This is an optimization exercise on Yosys and OpenROAD, whose aim is small area and a short achievable clock period, not a production implementation. Only simulation tests tie the RTL to the original design; equivalence was not proved. No activity file was given, so power comes from the tool's default toggle rates.

**design/flow/design.v**
```verilog
`timescale 1ns / 1ps
module ARM(
    input             clk,
    input             rst,
    output [63:0]     imem_addr,
    input  [31:0]     imem_data,
    input             imem_ready,
    output [63:0]     dmem_addr,
    output [63:0]     dmem_wdata,
    output            dmem_we,
    output            dmem_re,
    input  [63:0]     dmem_rdata,
    output            wb_we,
    output [4:0]      wb_reg,
    output [63:0]     wb_data
);
wire hit = imem_ready;
reg  [63:0] m_res, m_wd;
reg  [4:0]  m_rd;
reg         m_re, m_we, m_rw, m_taken;
reg         w_we;
reg  [4:0]  w_rd;
reg  [63:0] w_data;
reg  [63:2] pc;
wire [63:2] pc_inc = pc + 62'd1;
assign imem_addr = {pc, 2'b00};
wire [10:0] f_op  = imem_data[31:21];
wire        f_ld  = f_op == 11'b11111000010;
wire        f_st  = f_op == 11'b11111000000;
wire        f_cbz = f_op[10:3] == 8'b10110100;
wire        f_add = f_op == 11'b10001011000;
wire        f_sub = f_op == 11'b11001011000;
wire        f_orr = f_op == 11'b10101010000;
wire [4:0]  f_r2  = imem_data[28] ? imem_data[4:0] : imem_data[20:16];
reg  [30:0] valid;
wire [30:0] wsel;
wire [63:0] rfq [0:30];
genvar gi;
generate
    for (gi = 0; gi < 31; gi = gi + 1) begin : R
        reg [63:0] q;
        assign wsel[gi] = w_we && (w_rd == gi);
        always @(posedge clk)
            if (wsel[gi]) q <= w_data;
        assign rfq[gi] = q;
    end
endgenerate
always @(posedge clk) begin
    if (rst) valid <= 31'd0;
    else     valid <= valid | wsel;
end
wire [30:0] f_keep;
wire [30:0] f_sa, f_sb;
genvar fi;
generate
    for (fi = 0; fi < 31; fi = fi + 1) begin : S
        assign f_keep[fi] = (valid[fi] || wsel[fi]) && !(m_rw && m_rd == fi);
        assign f_sa[fi]   = f_keep[fi] && !f_cbz && imem_data[9:5] == fi;
        assign f_sb[fi]   = f_keep[fi] && f_r2 == fi;
    end
endgenerate
reg  [63:2] d_pc4;
reg  [13:0] d_hi;                        
reg  [4:0]  d_rn, d_rd;
reg  [30:0] d_sa, d_sb;
reg         d_ld, d_st, d_cbz, d_add, d_sub, d_orr;   
reg         d_byp_a, d_byp_b;
always @(posedge clk) begin
    if (rst) begin
        d_rn <= 5'd0; d_rd <= 5'd0;
        d_sa <= 31'd0; d_sb <= 31'd0;
        d_byp_a <= 1'b0; d_byp_b <= 1'b0;
        d_ld <= 1'b0; d_st <= 1'b0; d_cbz <= 1'b0;
        d_add <= 1'b0; d_sub <= 1'b0; d_orr <= 1'b0;
    end else if (hit) begin
        d_rn <= imem_data[9:5]; d_rd <= imem_data[4:0];
        d_sa <= f_sa;
        d_sb <= f_sb;
        d_byp_a <= m_rw && (m_rd == imem_data[9:5]) && (imem_data[9:5] != 5'd31) && !f_cbz;
        d_byp_b <= m_rw && (m_rd == f_r2) && (f_r2 != 5'd31);
        d_ld <= f_ld; d_st <= f_st; d_cbz <= f_cbz;
        d_add <= f_add; d_sub <= f_sub; d_orr <= f_orr;
    end
end
always @(posedge clk) begin
    if (hit) begin
        d_pc4 <= pc_inc;
        d_hi  <= imem_data[23:10];
    end
end
wire        byp_a = d_byp_a;
wire        byp_b = d_byp_b;
reg [63:0] rd_a, rd_b;
integer i;
always @(*) begin
    rd_a = ({64{d_cbz}} & {d_pc4, 2'b00}) | ({64{byp_a}} & w_data);
    rd_b = {64{byp_b}} & w_data;
    for (i = 0; i < 31; i = i + 1) begin
        rd_a = rd_a | ({64{d_sa[i]}} & rfq[i]);
        rd_b = rd_b | ({64{d_sb[i]}} & rfq[i]);
    end
end
wire        d_off_use = d_ld || d_st || d_cbz;
wire [63:0] d_off     = d_cbz ? {{43{d_hi[13]}}, d_hi, d_rn, 2'b00}
                              : {{55{d_hi[10]}}, d_hi[10:2]};
reg  [63:0] e_a, e_b, e_y;
reg  [4:0]  e_rd;
reg         e_re, e_we, e_rw, e_cbz;
reg         e_sub, e_and, e_orr;
always @(posedge clk) begin
    if (rst) begin
        e_re <= 1'b0; e_we <= 1'b0; e_rw <= 1'b0; e_cbz <= 1'b0;
    end else if (hit) begin
        e_re  <= d_ld;
        e_we  <= d_st;
        e_rw  <= !(d_st || d_cbz);
        e_cbz <= d_cbz;
    end
end
always @(posedge clk) begin
    if (hit) begin
        e_a   <= rd_a ^ {64{d_sub}};    
        e_b   <= rd_b;
        e_y   <= d_off_use ? d_off : rd_b;
        e_rd  <= d_rd;
        e_sub <= d_sub;
        e_orr <= d_orr;
        e_and <= !(d_ld || d_st || d_cbz || d_add || d_sub || d_orr);
    end
end
wire [63:0] x_sum = e_a + e_y;
wire [63:0] x_res = e_and ? (e_a & e_b) :
                    e_orr ? (e_a | e_b) : (x_sum ^ {64{e_sub}});
wire        x_taken = e_cbz && (e_b == 64'd0);
always @(posedge clk) begin
    if (rst) begin
        m_re <= 1'b0; m_we <= 1'b0; m_rw <= 1'b0; m_taken <= 1'b0;
    end else if (hit) begin
        m_re <= e_re; m_we <= e_we; m_rw <= e_rw; m_taken <= x_taken;
    end
end
always @(posedge clk) begin
    if (hit) begin
        m_res <= x_res;
        m_wd  <= e_b;
        m_rd  <= e_rd;
    end
end
assign dmem_addr  = m_res;
assign dmem_wdata = m_wd;
assign dmem_we    = m_we;
assign dmem_re    = m_re;
always @(posedge clk) begin
    if (rst)      pc <= 62'd0;
    else if (hit) pc <= m_taken ? m_res[63:2] : pc_inc;
end
always @(posedge clk) begin
    if (rst)      w_we <= 1'b0;
    else if (hit) w_we <= m_rw;
end
always @(posedge clk) begin
    if (hit) begin
        w_rd   <= m_rd;
        w_data <= m_re ? dmem_rdata : m_res;
    end
end
assign wb_we   = w_we;
assign wb_reg  = w_rd;
assign wb_data = w_data;
endmodule
```
**design/flow/run.sh**
```bash
#!/bin/bash
# synth_recipe.tcl (not shown) runs the flow's synth.tcl, then flattens the netlist and writes it again
# the make line also repeats each setting of config.mk as NAME=value (left out here)
make -C /OpenROAD-flow-scripts/flow DESIGN_CONFIG=/design/flow/config.mk WORK_HOME=/design/flow/orfs CLKGATE_MAP_FILE= SYNTH_SCRIPT=/design/flow/synth_recipe.tcl finish
```
**design/flow/config.mk**
```make
export PLATFORM = sky130hd
export DESIGN_NAME = ARM
export DESIGN_NICKNAME = ARM
export VERILOG_FILES = /design/flow/design.v
export SDC_FILE = /design/flow/constraint.sdc
export NUM_CORES = 4
export LEC_CHECK = 0
export CAP_MARGIN = 20
export CORE_MARGIN = 2
export CORE_UTILIZATION = 40
export CTS_CLUSTER_DIAMETER = 80
export CTS_CLUSTER_SIZE = 20
export SETUP_SLACK_MARGIN = 2.5
export SLEW_MARGIN = 20
```
**design/flow/constraint.sdc**
```tcl
create_clock -name core_clock -period 6.0 [get_ports {clk}]
set_input_delay 1.2000 -clock core_clock [delete_from_list [all_inputs] [get_ports {clk}]]
set_output_delay 1.2000 -clock core_clock [all_outputs]
set_load 0.01 [all_outputs]
```
==> results.txt, run 1 <==
outcome=timing/DRC/antenna clean; largest net degree at the start of global routing=144; crit-path max FO=35; GRT overflow=0; Hold Slack=0.420 ns; Util after Layout=45.6%; Top Ports=363; DRT Pass-1 Iters=13; gr usage total=39.0%; min Tclk post-route=3.57 ns; Slowest Stage Delay on Critical Path=1.05 ns; Power per Cell Area=261 nW/um^2; Die Ht=535 um; maximum clock rate=280 MHz; area leader, netlist=edfxtp_1; slowest cell on the critical path=nor3_1; YS warnings=1; CTS H-tree lvls=4; crit path launch type=register; maximum clock path buffer count=4; setup ws final=2.43 ns; CTS tree=built; GP Congestion=0.962; Crit Path Class=register to register; WL final=579 mm; initial antenna violation count=45; Synth area leaders=edfxtp_1 (66%), a22oi_1 (7.5%), a221oi_1 (3.9%); std cell rows=194; dpl cell area=122,000 sq um; Total Neg Setup Slack=0 ns; DRT antenna net count=0; clock tree sinks=2,644; 1st-iter DRT viols=21,200; Avg WL per Cell=48.8 um; top cell family by delay on the critical path=simple AND/OR/NAND/NOR gates; CP cell instances=buf_4 -> a22o_1 -> a221oi_1 -> nand4_1 -> nor3_1 -> xnor2_1; skew final=0.0696 ns; Yosys top cell area share=65.7%; core area=280,000 sq um; detailed-route via count=92,300; Final #Nets=8,214; port buffer count=360; Pwr Total=33.3 mW; Inst Count DP=11,600; post-route insts no fill=11,900; share of layout cells above drive strength 1=9.69%; final hold vios=0; Hold Crit Class=register to register; commonest non-fill, non-tap cell in the layout=edfxtp_1; die area=286,000 sq um; period utilisation layout=59.6%; DR vias/cell=7.78; number of global-route vias before repair=84,700; Max IR drop VDD=0.193 mV; Mapped Cells=7,842; Crit. End Element=register; Mapped Avg Cell Area=14.4 sq um; register area share after synthesis=68.9%; final instance area=128,000 sq um; die width=535 um; Post-synth top flop=edfxtp_1; Mapped Area=113,000 sq um; Worst EP arrival=4.12 ns; most frequent cells in the layout=edfxtp_1 (2,462), a22oi_1 (1,118), a221oi_1 (499), a22o_1 (452), clkdlybuf4s50_1 (322); Clock Latency Late Sink=0.90 ns; post-synth cell types=80; leakage=40.6 nW; starting density of the core=40.3%; drt drc=0; # setup viols final=0; Seq cells post-synth=2,644; Area growth syn-to-layout=13.3%; Root Driver=clkbuf_16; maximum capacitance violations=0; Clock transition at path regs=0.09 ns; RSZ-0062 raised after global routing=yes; CP bufs+invs=1; worst slew pin tran=1.43 ns; Slew HR=4.65%; Post-synth ARST share=0%; max-slew violation count=0; Worst Setup Slack post-DPL=1.46 ns; Post-DP HPWL=320 mm; total CTS buffers=163; number of enable flip-flop cells after synthesis=2,462; first-pass GRT wire length=761 mm; WP data required=6.54 ns
[logic make-up after synthesis]
logic type	after synthesis	synth area share, %
AO/OA/AOI/OAI	2711	18.7
XOR/XNOR	255	1.98
adder cells (fa/ha/maj)	65	0.729
buffers and inverters	650	2.20
flip-flops	2644	68.9
multiplexers	116	1.12
other	1	0.00333
AND/OR/NAND/NOR	1400	6.33
[power breakdown]
part           internal (mW)  switching (mW)
Sequential              20.2           0.214
Combinational          0.439           0.897
Clock                   5.14            6.34
[final timing paths]
check	from	to	cells after the start	slack [ns]
worst max-delay path	d_sa[5]	e_a[34]	6	2.43
worst min-delay path	e_rd[1]	m_rd[1]	0	0.42
worst max register to register	d_sa[5]	e_a[34]	6	2.43
worst min register to register	e_rd[1]	m_rd[1]	0	0.42
[flip-flops by register name, indices dropped and copies added, names as in the netlist, 62 cells and up]
signal and cells:
R.q 1984, d_pc4 62, e_a 64, e_b 64, e_y 64, m_res 64
m_wd 64, pc 62, w_data 64
[worst register-to-register path: cells and delay by family, from the launching register on]
family	cells	cell delay, ns
and+or+nand+nor	2	1.22
xor gates and xnor gates	1	0.21
DFF	1	0.59
buffers and inverters	1	0.65
AOI/OAI and AO/OA	2	0.56
[synthesized netlist by cell type, types with 6 or more instances]
cell / number
nand2_1: 202
a21o_1: 94
o211ai_1: 14
xor2_1: 62
nand4_1: 292
and4_1: 8
buf_2: 6
mux2i_1: 39
a22o_1: 452
or3_1: 7
a221oi_1: 502
a2111oi_0: 6
dfxtp_1: 182
a211oi_1: 6
o21bai_1: 9
nor2_1: 358
xnor2_1: 193
nand2b_1: 18
a2bb2oi_1: 12
nor3b_1: 12
a22oi_1: 1118
a31oi_1: 22
nor4_1: 31
a21oi_1: 205
nor2b_1: 28
clkbuf_1: 446
and3_1: 18
a222oi_1: 62
or4_1: 66
a32oi_1: 57
nand3_1: 232
nor3_1: 96
ha_1: 64
buf_1: 157
and2_1: 12
mux2_2: 77
o31ai_1: 20
edfxtp_1: 2462
o21ai_0: 82
inv_1: 32
[routing by layer]
layer,up-vias,global-route usage [%],share of wire [%]
li1,33200,-,-
met1,45200,46.9,32
met2,10700,54.0,39
met3,3204,21.3,20
met4,49,23.9,8.5
met5,-,2.58,0.18
[layout make-up]
| class | count | area, sq um |
|---|---|---|
| Tap cell | 3724 | 4660 |
| Antenna cell | 37 | 92.6 |
| Clock buffer | 201 | 4340 |
| Timing Repair Buffer | 658 | 6840 |
| Sequential cell | 2644 | 77800 |
| Clock inverter | 17 | 158 |
| Fill cell | 24500 | 152000 |
| Inverter | 34 | 130 |
| Multi-Input combinational cell | 4549 | 33600 |
[what timing repair did]
| item | in CTS | in global routing |
|---|---|---|
| hold buffers | 0 | 0 |
| setup buffers | 23 | 3 |
| gates resized for setup | 105 | 79 |
| endpoints found under the setup margin | 88 | 38 |
| endpoints found under the hold margin | 0 | 0 |
| pin swaps | 10 | 16 |
==> run 2: changes to the inputs <==
--- a/design/flow/design.v
+++ b/design/flow/design.v
@@ -104,5 +104,7 @@
 wire [63:0] d_off     = d_cbz ? {{43{d_hi[13]}}, d_hi, d_rn, 2'b00}
                               : {{55{d_hi[10]}}, d_hi[10:2]};
-reg  [63:0] e_a, e_b, e_y;
+wire [63:0] d_opa = rd_a ^ {64{d_sub}};
+wire [63:0] d_opy = d_off_use ? d_off : rd_b;
+reg  [63:0] e_t, e_g, e_b;                  
 reg  [4:0]  e_rd;
 reg         e_re, e_we, e_rw, e_cbz;
@@ -120,7 +122,7 @@
 always @(posedge clk) begin
     if (hit) begin
-        e_a   <= rd_a ^ {64{d_sub}};    
+        e_t   <= d_opa | d_opy;
+        e_g   <= d_opa & d_opy;
         e_b   <= rd_b;
-        e_y   <= d_off_use ? d_off : rd_b;
         e_rd  <= d_rd;
         e_sub <= d_sub;
@@ -129,7 +131,26 @@
     end
 end
-wire [63:0] x_sum = e_a + e_y;
-wire [63:0] x_res = e_and ? (e_a & e_b) :
-                    e_orr ? (e_a | e_b) : (x_sum ^ {64{e_sub}});
+genvar xl;
+generate
+    for (xl = 0; xl < 6; xl = xl + 1) begin : KS
+        wire [63:0] gi, pi, go, po;
+        if (xl == 0) begin : F
+            assign gi = e_g;
+            assign pi = e_t;
+        end else begin : N
+            assign gi = KS[xl-1].go;
+            assign pi = KS[xl-1].po;
+        end
+        assign go = gi | (pi & {gi[63-(1<<xl):0], {(1<<xl){1'b0}}});
+        assign po = pi & {pi[63-(1<<xl):0], {(1<<xl){1'b1}}};
+    end
+endgenerate
+wire [63:0] x_c   = {KS[5].go[62:0], 1'b0};
+wire        x_logic = e_and || e_orr;
+wire [63:0] x_lv    = e_and ? e_g : e_t;
+wire [63:0] x_ps    = (e_t & ~e_g) ^ {64{e_sub}};
+wire [63:0] x_r0    = x_logic ? x_lv : x_ps;
+wire [63:0] x_r1    = x_logic ? x_lv : ~x_ps;
+wire [63:0] x_res   = (x_c & x_r1) | (~x_c & x_r0);
 wire        x_taken = e_cbz && (e_b == 64'd0);
 always @(posedge clk) begin
--- a/design/flow/config.mk
+++ b/design/flow/config.mk
@@ -8,7 +8,7 @@
 export CAP_MARGIN = 20
 export CORE_MARGIN = 2
-export CORE_UTILIZATION = 40
+export CORE_UTILIZATION = 55
 export CTS_CLUSTER_DIAMETER = 80
 export CTS_CLUSTER_SIZE = 20
-export SETUP_SLACK_MARGIN = 2.5
+export SETUP_SLACK_MARGIN = 3.2
 export SLEW_MARGIN = 20
==> run 2 against run 1 <==
Still clean on timing, DRC and antenna. Combinational power is 29% higher. Die area fell by 27%. Sequential cell count did not move. Largest cell class unchanged. Largest power group unchanged. Highest routed layer unchanged.
==> results.txt, run 2 <==
RSZ-0062 raised after global routing=yes; WP data required=6.62 ns (+0.08 ns); post-synth cell types=97 (+21%); clock tree sinks=2,644 (unchanged); post-synthesis compound-gate area fraction=19.0% (+0.29 points); final instance area=136,000 sq um (+6.9%); Util after Layout=66.9% (+21 points); hold-fix buffers at CTS=0 (unchanged); DRT Pass-1 Iters=14 (+1); Post-synth top flop=edfxtp_1; crit-path max FO=4 (-89%); Post-DP HPWL=308 mm (-3.6%); share of layout cells above drive strength 1=20.4% (+11 points); Slew HR=18.6% (+14 points); Total Neg Setup Slack=0 ns (unchanged); CTS H-tree lvls=4 (unchanged); Avg WL per Cell=53.6 um (+9.8%); leakage=46.0 nW (+13%); Final #Nets=8,939 (+8.8%); Yosys top cell area share=65.7% (about the same); min Tclk post-route=3.22 ns (-0.356 ns); Area growth syn-to-layout=21.2%; Mapped Area=113,000 sq um (about the same); Power per Cell Area=248 nW/um^2 (-4.9%); period utilisation layout=53.6% (-5.9 points); GRT overflow=0 (unchanged); first-pass GRT wire length=791 mm (+4.0%); register area share after synthesis=68.9% (about the same); Hold Slack=0.427 ns (+0.00775 ns); largest family of logic cells by synthesized area=compound AO/OA/AOI/OAI gates; CTS tree=built; Hold Crit Class=register to register; dpl cell area=121,000 sq um (-1.2%); Die Ht=456 um (-15%); DRT antenna net count=0 (unchanged); Synth top cells by count=edfxtp_1 (2,462), a22oi_1 (1,105), a221oi_1 (448), a22o_1 (447), clkbuf_1 (447); # setup viols final=0 (unchanged); commonest non-fill, non-tap cell in the layout=edfxtp_1; Worst EP arrival=3.83 ns (-0.29 ns); YS warnings=1 (unchanged); Crit Path Class=register to register; GP Congestion=0.985 (+2.4%); final hold vios=0 (unchanged); std cell rows=166 (-14%); port buffer count=360 (unchanged); worst slew pin tran=1.22 ns (-0.210 ns); Mapped Avg Cell Area=14.1 sq um (-2.0%); starting density of the core=55.2% (+15 points); Top Ports=363 (unchanged); die width=456 um (-15%); most frequent cells in the layout=edfxtp_1 (2,462), a22oi_1 (1,105), buf_4 (591), a22o_1 (447), a221oi_1 (438); 1st-iter DRT viols=24,600 (+16%); Post-synth ARST share=0% (unchanged); Reg with most FFs=R.q; most frequent cell after synthesis=edfxtp_1; crit path launch type=register; DR vias/cell=8.73 (+12%); Crit. End Element=register; area leader, netlist=edfxtp_1; WL final=628 mm (+8.5%); core area=204,000 sq um (-27%); Seq cells post-synth=2,644 (unchanged); detailed-route via count=102,000 (+11%); number of global-route vias before repair=88,100 (+4.0%); maximum capacitance violations=0 (unchanged); simple logic cell fraction of the synthesized area=7.15% (+0.81 points); Root Driver=clkbuf_16; drt drc=0 (unchanged); maximum clock rate=311 MHz (+11%); max-slew violation count=0 (unchanged); outcome=timing/DRC/antenna clean; portion of netlist area occupied by mux cells=1.04% (-0.080 points); die area=208,000 sq um (-27%); Clock Latency Late Sink=0.90 ns (about the same); Mapped Cells=7,995 (+2.0%); number of enable flip-flop cells after synthesis=2,462 (unchanged); total CTS buffers=156 (-4.3%); Max IR drop VDD=0.342 mV (+77%); Largest register FFs=1,984 (unchanged); maximum clock path buffer count=3 (-1); initial antenna violation count=61 (+36%); Post-Synth Adder-Cell Area=0.0111% (-0.72 points); gr usage total=56.6% (+18 points); Post-Synth XOR/XNOR Area=1.48% (-0.50 points); largest net degree at the start of global routing=168 (+17%); Synth area leaders=edfxtp_1 (66%), a22oi_1 (7.4%), a221oi_1 (3.5%); Clock transition at path regs=0.08 ns (about the same); skew final=0.0460 ns (-0.0236 ns)
-- run 2: cell count changes after synthesis, moves of 18 or more --
cell,before,now
nor2_1,358,432
xnor2_1,193,115
nand2_1,202,227
a21o_1,94,30
a221oi_1,502,448
o21ai_0,82,152
and3_1,18,36
a21oi_1,205,266
inv_1,32,59
ha_1,64,1
a221o_1,2,22
-- run 2: final cells by class --
| type | instances | area (sq um) |
|---|---|---|
| clock inverter | 29 | 302 |
| multi-input combinational | 4663 | 34300 |
| sequential | 2644 | 78000 |
| clock buffer | 196 | 4270 |
| inverter | 60 | 230 |
| antenna | 131 | 328 |
| fill | 14500 | 67600 |
| tap | 2688 | 3360 |
| timing repair buffer | 1314 | 15600 |
-- run 2: metrics by stage --
step	std cells	power [mW]	setup WS (ns)
3_3_place_gp	10700	22.0	2.10
2_1_floorplan	7996	21.3	2.76
3_5_place_dp	10700	22.0	2.10
6_report	11700	33.8	2.78
4_1_cts	11400	33.4	2.77
5_1_grt	11600	34.2	2.69
-- run 2: cell families (layout without fill, tap and decap cells) --
family,after synthesis,count (layout)
buffers and inverters,689,1599
xor gates and xnor gates,190,190
adders and majority gates,1,1
other,1,133
muxes,108,108
and+or+nand+nor,1580,1580
DFF,2644,2644
AOI/OAI and AO/OA,2782,2782
-- run 2: per-layer routing --
metal,part of all wire [%],vias up,global-route usage [%],wire length [um]
li1,-,35000,-,-
met5,0.66,-,9.02,4160
met2,36,13100,71.9,226000
met3,22,4502,40.1,136000
met4,11,96,36.5,66300
met1,31,49700,67.0,195000
-- run 2: path summary, 6_finish.rpt --
path | startpoint | to | slack [ns] | cells past startpoint
setup / recovery | e_g[15] | m_res[56] | 2.78 | 13
hold / removal | e_rd[2] | m_rd[2] | 0.43 | 0
setup reg to reg | e_g[15] | m_res[56] | 2.78 | 13
hold reg to reg | e_rd[2] | m_rd[2] | 0.43 | 0
-- run 2: repair_timing --
| action | 4_1_cts | 5_1_grt |
|---|---|---|
| buffers inserted | 380 | 226 |
| endpoints found under the hold margin | 0 | 0 |
| pin swaps | 87 | 128 |
| cloned | 63 | 17 |
| endpoints found under the setup margin | 1132 | 437 |
| gates resized for setup | 1291 | 208 |
-- run 2: power by group --
part | switching [mW] | total [mW] | internal [mW]
Combinational | 1.02 | 1.73 | 0.716
Clock | 6.42 | 11.6 | 5.18
Sequential | 0.227 | 20.5 | 20.2
-- run 2: worst max-delay path, stage by stage (launching register included) --
cell       delay [ns]
edfxtp_1         0.46
o21ai_1          0.08
o21ai_1          0.19
o2111a_1         0.28
a21oi_2          0.09
o221a_4          0.24
a2111oi_4        0.35
buf_6            0.20
o31ai_4          0.08
o311a_4          0.36
o21ai_2          0.13
xnor2_1          0.15
mux2i_1          0.10
a221o_1          0.27
==> run 3: changes to the inputs <==
==> design/flow/flow/run.sh (new file) <==
#!/bin/bash
# The standard layout, except that the port buffers are plain buffers
# (sky130_fd_sc_hd__buf_2) rather than the delay-cell buffers buffer_ports
# picks on its own. make's full output goes to standard.log; ORFS keeps each
# step's log under orfs/logs.
set -euo pipefail
bash standard.sh 'BUFFER_PORTS_ARGS=-buffer_cell sky130_fd_sc_hd__buf_2' finish > standard.log 2>&1
==> design/flow/standard.sh (new file) <==
#!/bin/bash
# synth_recipe.tcl (not shown) runs the flow's synth.tcl, then flattens the netlist and writes it again
# the make line also repeats each setting of config.mk as NAME=value (left out here)
make -C /OpenROAD-flow-scripts/flow DESIGN_CONFIG=/design/flow/config.mk WORK_HOME=/design/flow/orfs CLKGATE_MAP_FILE= SYNTH_SCRIPT=/design/flow/synth_recipe.tcl "${@:-finish}"
removed: design/flow/run.sh
==> run 3 against run 2 <==
The layout now fails its checks (antenna rules). Via count shrank 0.19%. First-iteration DRC count increased by 4.0%. Critical path depth increased by 1. Synthesized area is the same. Highest routed layer unchanged. Non-clock buffer count decreased by 10. Critical path type unchanged. Final cell count is 0.35% lower. Design area is 1.0% lower. Total power fell by 0.30%. Combinational power fell by 4%. Maximum frequency decreased by 0.96%. Sequential cell count is the same.
==> results.txt, run 3 <==
1st-iter DRT viols=25,600 (+4.0%); std cell rows=166 (unchanged); GP Congestion=1.00 (+1.7%); max-slew violation count=0 (unchanged); die width=456 um (unchanged); first-pass GRT wire length=795 mm (+0.53%); hold-fix buffers at CTS=0 (unchanged); Hold Slack=0.429 ns (+0.00198 ns); dpl cell area=119,000 sq um (-1.4%); share of layout cells above drive strength 1=22.9% (+2.5 points); Post-DP HPWL=312 mm (+1.2%); number of global-route vias before repair=88,200 (+0.067%); Layout Check Fails=antenna rules; RSZ-0062 raised after global routing=yes; Largest register FFs=1,984 (unchanged); YS warnings=1 (unchanged); starting density of the core=55.2% (unchanged); Mapped Cells=7,995 (unchanged); Crit. End Element=register; Mapped Area=113,000 sq um (unchanged); Slowest Stage Delay on Critical Path=0.47 ns (about the same); Total Neg Setup Slack=0 ns (unchanged); skew final=0.0485 ns (+0.00255 ns); Avg WL per Cell=53.9 um (+0.58%); period utilisation layout=54.1% (+0.52 points); R2R depth=14 (+1); DR vias/cell=8.75 (+0.16%); WP data required=6.60 ns (-0.02 ns); area leader, netlist=edfxtp_1; Yosys top cell area share=65.7% (unchanged); maximum capacitance violations=0 (unchanged); Final #Nets=8,929 (-0.11%); Mapped Avg Cell Area=14.1 sq um (unchanged); min Tclk post-route=3.25 ns (+0.0313 ns); initial antenna violation count=61 (unchanged); Top Ports=363 (unchanged); Post-synth top flop=edfxtp_1; Synth top cells by count=edfxtp_1 (2,462), a22oi_1 (1,105), a221oi_1 (448), a22o_1 (447), clkbuf_1 (447); Root Driver=clkbuf_16; Die Ht=456 um (unchanged); commonest non-fill, non-tap cell in the layout=edfxtp_1; die area=208,000 sq um (unchanged); maximum clock path buffer count=3 (unchanged); Power per Cell Area=250 nW/um^2 (+0.70%); gr usage total=57.2% (+0.53 points); register area share after synthesis=68.9% (unchanged); detailed-route via count=102,000 (-0.19%); Post-synth ARST share=0% (unchanged); most frequent cells in the layout=edfxtp_1 (2,462), a22oi_1 (1,104), buf_4 (569), a22o_1 (447), a221oi_1 (431); post-synth cell types=97 (unchanged); Crit Path Class=register to register; Reg with most FFs=R.q; worst slew pin tran=1.33 ns (+0.114 ns); Hold Path Depth=0 (unchanged); number of enable flip-flop cells after synthesis=2,462 (unchanged); Area growth syn-to-layout=20.0%; Seq cells post-synth=2,644 (unchanged); crit-path max FO=5 (+1); CTS tree=built; Synth area leaders=edfxtp_1 (66%), a22oi_1 (7.4%), a221oi_1 (3.5%); most used cell along the critical path=a21oi_1; GRT overflow=0 (unchanged); outcome=finished with violations; leakage=45.8 nW (-0.46%); crit path launch type=register; maximum clock rate=308 MHz (-0.96%); total CTS buffers=156 (unchanged); Clock transition at path regs=0.09 ns (about the same); clock tree sinks=2,644 (unchanged); DRT antenna net count=1 (+1); most frequent cell after synthesis=edfxtp_1; Slew HR=10.1% (-8.5 points); final hold vios=0 (unchanged); Worst EP arrival=3.85 ns (+0.02 ns); core area=204,000 sq um (unchanged); largest net degree at the start of global routing=150 (-11%); # setup viols final=0 (unchanged); drt drc=0 (unchanged); CTS H-tree lvls=4 (unchanged); Max IR drop VDD=0.343 mV (+0.52%); port buffer count=360 (unchanged); CP cell instances=a21oi_1 -> o21ai_2 -> o21ai_2 -> nor2_4 -> nand4b_4 -> a2111oi_4 -> buf_6 -> o31ai_4 -> o311a_4 -> buf_4 -> xnor2_2 -> a21oi_1 -> a2bb2oi_1 -> a21oi_1; final instance area=135,000 sq um (-1.0%); WL final=630 mm (+0.22%); Hold Crit Class=register to register; slowest cell on the critical path=edfxtp_1; Clock Latency Late Sink=0.91 ns (about the same); DRT Pass-1 Iters=14 (unchanged)
## run 3: path summary, 6_finish.rpt
kind	startpoint	to	slack (ns)
max	e_g[8]	m_res[55]	2.75
min	e_rd[3]	m_rd[3]	0.43
max reg2reg	e_g[8]	m_res[55]	2.75
min reg2reg	e_rd[3]	m_rd[3]	0.43
## run 3: cell families (layout without fill, tap and decap cells)
kind of cell,Yosys count,in the layout,share of synthesized area [%]
AOI/OAI and AO/OA,2782,2782,19.0
other,1,103,0.00333
and+or+nand+nor,1580,1580,7.15
adders and majority gates,1,1,0.0111
muxes,108,108,1.04
xor gates and xnor gates,190,190,1.48
buffers and inverters,689,1588,2.35
DFF,2644,2644,68.9
## run 3: final cells by class
cell class | instances | area, sq um
diodes | 101 | 253
multi-input cells | 4663 | 34400
well taps | 2688 | 3360
clock inverters | 29 | 330
repair buffers | 1304 | 14300
fillers | 14500 | 69000
clock buffers | 195 | 4220
inverters | 60 | 228
flip-flops and latches | 2644 | 77900
## run 3: routing by layer
layer  wire length [um]  GRT usage, %  share of wire, %  vias up
li1                   -             -                 -    35000
met1             192000          66.8                30    49500
met2             224000          71.5                36    13300
met3             139000          41.0                22     4361
met4              69500          39.0                11      103
met5               5290          14.3              0.84        -
## run 3: repair_timing
| item | in CTS | in global routing |
|---|---|---|
| setup endpoints to repair | 960 | 248 |
| pin swaps | 89 | 131 |
| resized for setup | 594 | 251 |
| buffers inserted | 342 | 238 |
| cloned | 66 | 12 |
## run 3: worst max-delay path, delay by kind of cell (launching register included)
family,cells,cell delay [ns]
DFF,1,0.47
xor gates and xnor gates,1,0.13
buffers and inverters,2,0.36
AOI/OAI and AO/OA,9,1.65
and+or+nand+nor,2,0.36
## run 3: report_power, final
group          internal, mW  switching (mW)
clock                  5.17            6.38
sequential             20.3           0.237
combinational         0.660           0.997
## run 3: metrics by stage
stage | utilization [%] | setup WS, ns | std cells | power, mW
after floorplan | - | 2.76 | 7996 | 21.3
after global placement | 58.3 | 2.23 | 10700 | 21.9
after detailed placement | 58.3 | 2.26 | 10700 | 21.9
after CTS | 64.4 | 2.82 | 11300 | 33.3
after global routing | 66.1 | 2.68 | 11600 | 34.1
final | 66.2 | 2.75 | 11700 | 33.7
==> run 4: changes to the inputs <==
--- a/design/flow/config.mk
+++ b/design/flow/config.mk
@@ -8,7 +8,7 @@
 export CAP_MARGIN = 20
 export CORE_MARGIN = 2
-export CORE_UTILIZATION = 55
+export CORE_UTILIZATION = 40
 export CTS_CLUSTER_DIAMETER = 80
 export CTS_CLUSTER_SIZE = 20
-export SETUP_SLACK_MARGIN = 3.2
+export SETUP_SLACK_MARGIN = 3.1
 export SLEW_MARGIN = 20
==> run 4 against run 3 <==
Now clean on timing, DRC and antenna. Synthesized cell count unchanged. Critical path depth unchanged. Worst setup slack got worse by 0.077 ns. Sequential cell count unchanged. Routed wire length decreased by 4.0%. Maximum frequency decreased by 2.3%. Register-to-register slack got worse by 0.08 ns. Worst hold slack improved by 0.0013 ns. Sequential share of layout area increased by 1.3 points. Largest cell class unchanged. Largest power group unchanged. Highest routed layer unchanged.
==> results.txt, run 4 <==
dpl cell area=120,000 sq um (+0.93%); CTS tree=built; Synth area leaders=edfxtp_1 (66%), a22oi_1 (7.4%), a221oi_1 (3.5%); die width=534 um (+17%); Max IR drop VDD=0.230 mV (-33%); drt drc=0 (unchanged); Util after Layout=47.2% (-19 points); most frequent cell after synthesis=edfxtp_1; DRT Pass-1 Iters=12 (-2); Clock Latency Late Sink=0.91 ns (about the same); Yosys top cell area share=65.7% (unchanged); Crit. End Element=register; Post-synth top flop=edfxtp_1; Synth top cells by count=edfxtp_1 (2,462), a22oi_1 (1,105), a221oi_1 (448), a22o_1 (447), clkbuf_1 (447); Power per Cell Area=253 nW/um^2 (+1.2%); top cell family by delay on the critical path=compound AO/OA/AOI/OAI gates; CTS H-tree lvls=4 (unchanged); Top Ports=363 (unchanged); 1st-iter DRT viols=23,100 (-9.9%); Worst EP arrival=3.89 ns (+0.04 ns); crit-path max FO=4 (-1); maximum clock rate=301 MHz (-2.3%); Post-synth ARST share=0% (unchanged); DRT antenna net count=0 (-1); RSZ-0062 raised after global routing=yes; register area share after synthesis=68.9% (unchanged); max-slew violation count=0 (unchanged); Total Neg Setup Slack=0 ns (unchanged); final instance area=132,000 sq um (-2.2%); YS warnings=1 (unchanged); crit path launch type=register; Seq cells post-synth=2,644 (unchanged); Slew HR=9.52% (-0.59 points); post-route insts no fill=12,400 (+6.3%); commonest non-fill, non-tap cell in the layout=edfxtp_1; # setup viols final=0 (unchanged); Mapped Avg Cell Area=14.1 sq um (unchanged); Mapped Cells=7,995 (unchanged); clock tree sinks=2,644 (unchanged); post-synth cell types=97 (unchanged); first-pass GRT wire length=765 mm (-3.7%); Mapped Area=113,000 sq um (unchanged); period utilisation layout=55.4% (+1.3 points); Crit Path Class=register to register; DR vias/cell=7.95 (-9.1%); number of global-route vias before repair=86,500 (-1.9%); most frequent cells in the layout=edfxtp_1 (2,462), a22oi_1 (1,105), a22o_1 (447), a221oi_1 (445), buf_4 (423); Root Driver=clkbuf_16; std cell rows=194 (+17%); WP data required=6.56 ns (-0.04 ns); gr usage total=39.3% (-18 points); GP Congestion=0.985 (-1.6%); Area growth syn-to-layout=17.3%; Die Ht=534 um (+17%); GRT overflow=0 (unchanged); skew final=0.0645 ns (+0.0160 ns); Inst Count DP=11,700 (+9.5%); maximum capacitance violations=0 (unchanged); worst slew pin tran=1.36 ns (+0.0230 ns); outcome=timing/DRC/antenna clean; Post-DP HPWL=309 mm (-1.0%); Clock transition at path regs=0.09 ns (about the same); area leader, netlist=edfxtp_1; CP cell instances=a21oi_1 -> o21ai_2 -> a221oi_2 -> buf_4 -> nand2_8 -> o211a_4 -> o211ai_4 -> buf_6 -> o21ai_2 -> xnor2_1 -> buf_4 -> a221oi_2 -> a41o_1 -> a21oi_1; share of layout cells above drive strength 1=19.4% (-3.5 points); total CTS buffers=161 (+3.2%); Hold Slack=0.431 ns (+0.00131 ns); Final #Nets=8,668 (-2.9%); Hold Crit Class=register to register; WL final=604 mm (-4.0%); Avg WL per Cell=48.7 um (-9.7%); largest net degree at the start of global routing=170 (+13%); final hold vios=0 (unchanged); number of enable flip-flop cells after synthesis=2,462 (unchanged); leakage=43.5 nW (-4.9%); Reg with most FFs=R.q; Largest register FFs=1,984 (unchanged); slowest cell on the critical path=edfxtp_1; Slowest Stage Delay on Critical Path=0.45 ns (-0.02 ns); maximum clock path buffer count=4 (+1); core area=280,000 sq um (+37%); CP bufs+invs=3 (+1); detailed-route via count=98,700 (-3.4%); initial antenna violation count=56 (-8.2%); starting density of the core=40.2% (-15 points); die area=286,000 sq um (+37%); port buffer count=360 (unchanged); min Tclk post-route=3.33 ns (+0.0765 ns)
-- run 4: what timing repair did --
action	4_1_cts	5_1_grt
setup endpoints to repair	671	266
pin swaps	64	60
cloned	39	13
setup buffers	186	176
endpoints found under the hold margin	0	0
hold buffers	0	0
resized for setup	442	187
-- run 4: path summary, 6_finish.rpt --
kind                start         to  slack [ns]  cells past startpoint
setup / recovery  e_g[13]  m_res[54]        2.67                     14
hold / removal    e_rd[1]    m_rd[1]        0.43                      0
setup reg to reg  e_g[13]  m_res[54]        2.67                     14
hold reg to reg   e_rd[1]    m_rd[1]        0.43                      0
-- run 4: worst reg2reg max path: stages (launching register included) --
cell and delay (ns):
edfxtp_1 0.45, a21oi_1 0.28, o21ai_2 0.15, a221oi_2 0.29, buf_4 0.20, nand2_8 0.09, o211a_4 0.30, o211ai_4 0.31
buf_6 0.15, o21ai_2 0.05, xnor2_1 0.15, buf_4 0.17, a221oi_2 0.25, a41o_1 0.13, a21oi_1 0.05
-- run 4: routing by layer --
| metal | GRT usage [%] | vias to the layer above | routed length [um] |
|---|---|---|---|
| li1 | - | 34400 | - |
| met1 | 46.0 | 47800 | 186000 |
| met2 | 53.6 | 12500 | 229000 |
| met3 | 23.6 | 3954 | 127000 |
| met4 | 25.7 | 56 | 60900 |
| met5 | 2.32 | - | 1120 |
-- run 4: kinds of logic (layout without fill, tap and decap cells) --
group | Yosys count | count (layout) | share of synthesized area, %
buf+inv | 689 | 1306 | 2.35
flops | 2644 | 2644 | 68.9
mux | 108 | 108 | 1.04
xor+xnor | 190 | 190 | 1.48
simple gates | 1580 | 1580 | 7.15
compound gates | 2782 | 2782 | 19.0
fa+ha+maj | 1 | 1 | 0.0111
other cells | 1 | 81 | 0.00333
-- run 4: metrics by stage --
| step | total power [mW] | worst slack [ns] |
|---|---|---|
| after floorplan | 21.3 | 2.76 |
| after global placement | 21.9 | 2.20 |
| after detailed placement | 21.9 | 2.12 |
| after CTS | 33.0 | 2.83 |
| after global routing | 33.8 | 2.61 |
| final | 33.4 | 2.67 |
-- run 4: area by class of cell --
| cell class | instances | area [sq um] |
|---|---|---|
| flip-flops and latches | 2644 | 77900 |
| repair buffers | 1038 | 10700 |
| well taps | 3724 | 4660 |
| fillers | 24100 | 148000 |
| inverters | 60 | 228 |
| clock buffers | 192 | 4240 |
| diodes | 79 | 198 |
| clock inverters | 16 | 148 |
| multi-input cells | 4663 | 33900 |
-- run 4: report_power, final --
group / internal (mW) / leakage [nW] / switching (mW) / total [mW]
Clock: 5.06 / 2.14 / 6.30 / 11.4
Combinational: 0.547 / 17.1 / 0.953 / 1.50
Sequential: 20.3 / 24.3 / 0.237 / 20.5
Total: 25.9 / 43.5 / 7.49 / 33.4

[re-timing with driven ports]
How much do the figures lean on ideal ports? The routed layouts below were timed once more, with nothing changed but the port constraints. Step 1 assumes that a clkbuf_16 drives the clock port and a buf_2 every other input. Step 2 also shifts input and output timing later by t, the mid clock arrival at the registers, as if the neighbouring blocks saw the same clock. Slacks: no drivers / after step 1 / after step 2; pairs: no drivers / after step 1.
| run | t, ns | setup WS [ns] | latest minus earliest clock arrival (ns) | pins driven straight from the clock port |
|---|---|---|---|---|
| run 1 | 0.971 | 2.426 / 2.399 / 1.814 | 0.070 / 0.071 | 1 |
| run 2 | 0.975 | 2.783 / 2.783 / 2.345 | 0.050 / 0.050 | 1 |
| run 3 | 0.982 | 2.751 / 2.751 / 2.452 | 0.055 / 0.055 | 1 |
| run 4 | 0.982 | 2.675 / 2.675 / 2.229 | 0.068 / 0.069 | 1 |
The setup slack of run 1, which loses most, moves by -0.027 ns with the drivers and by -0.612 ns with both steps.
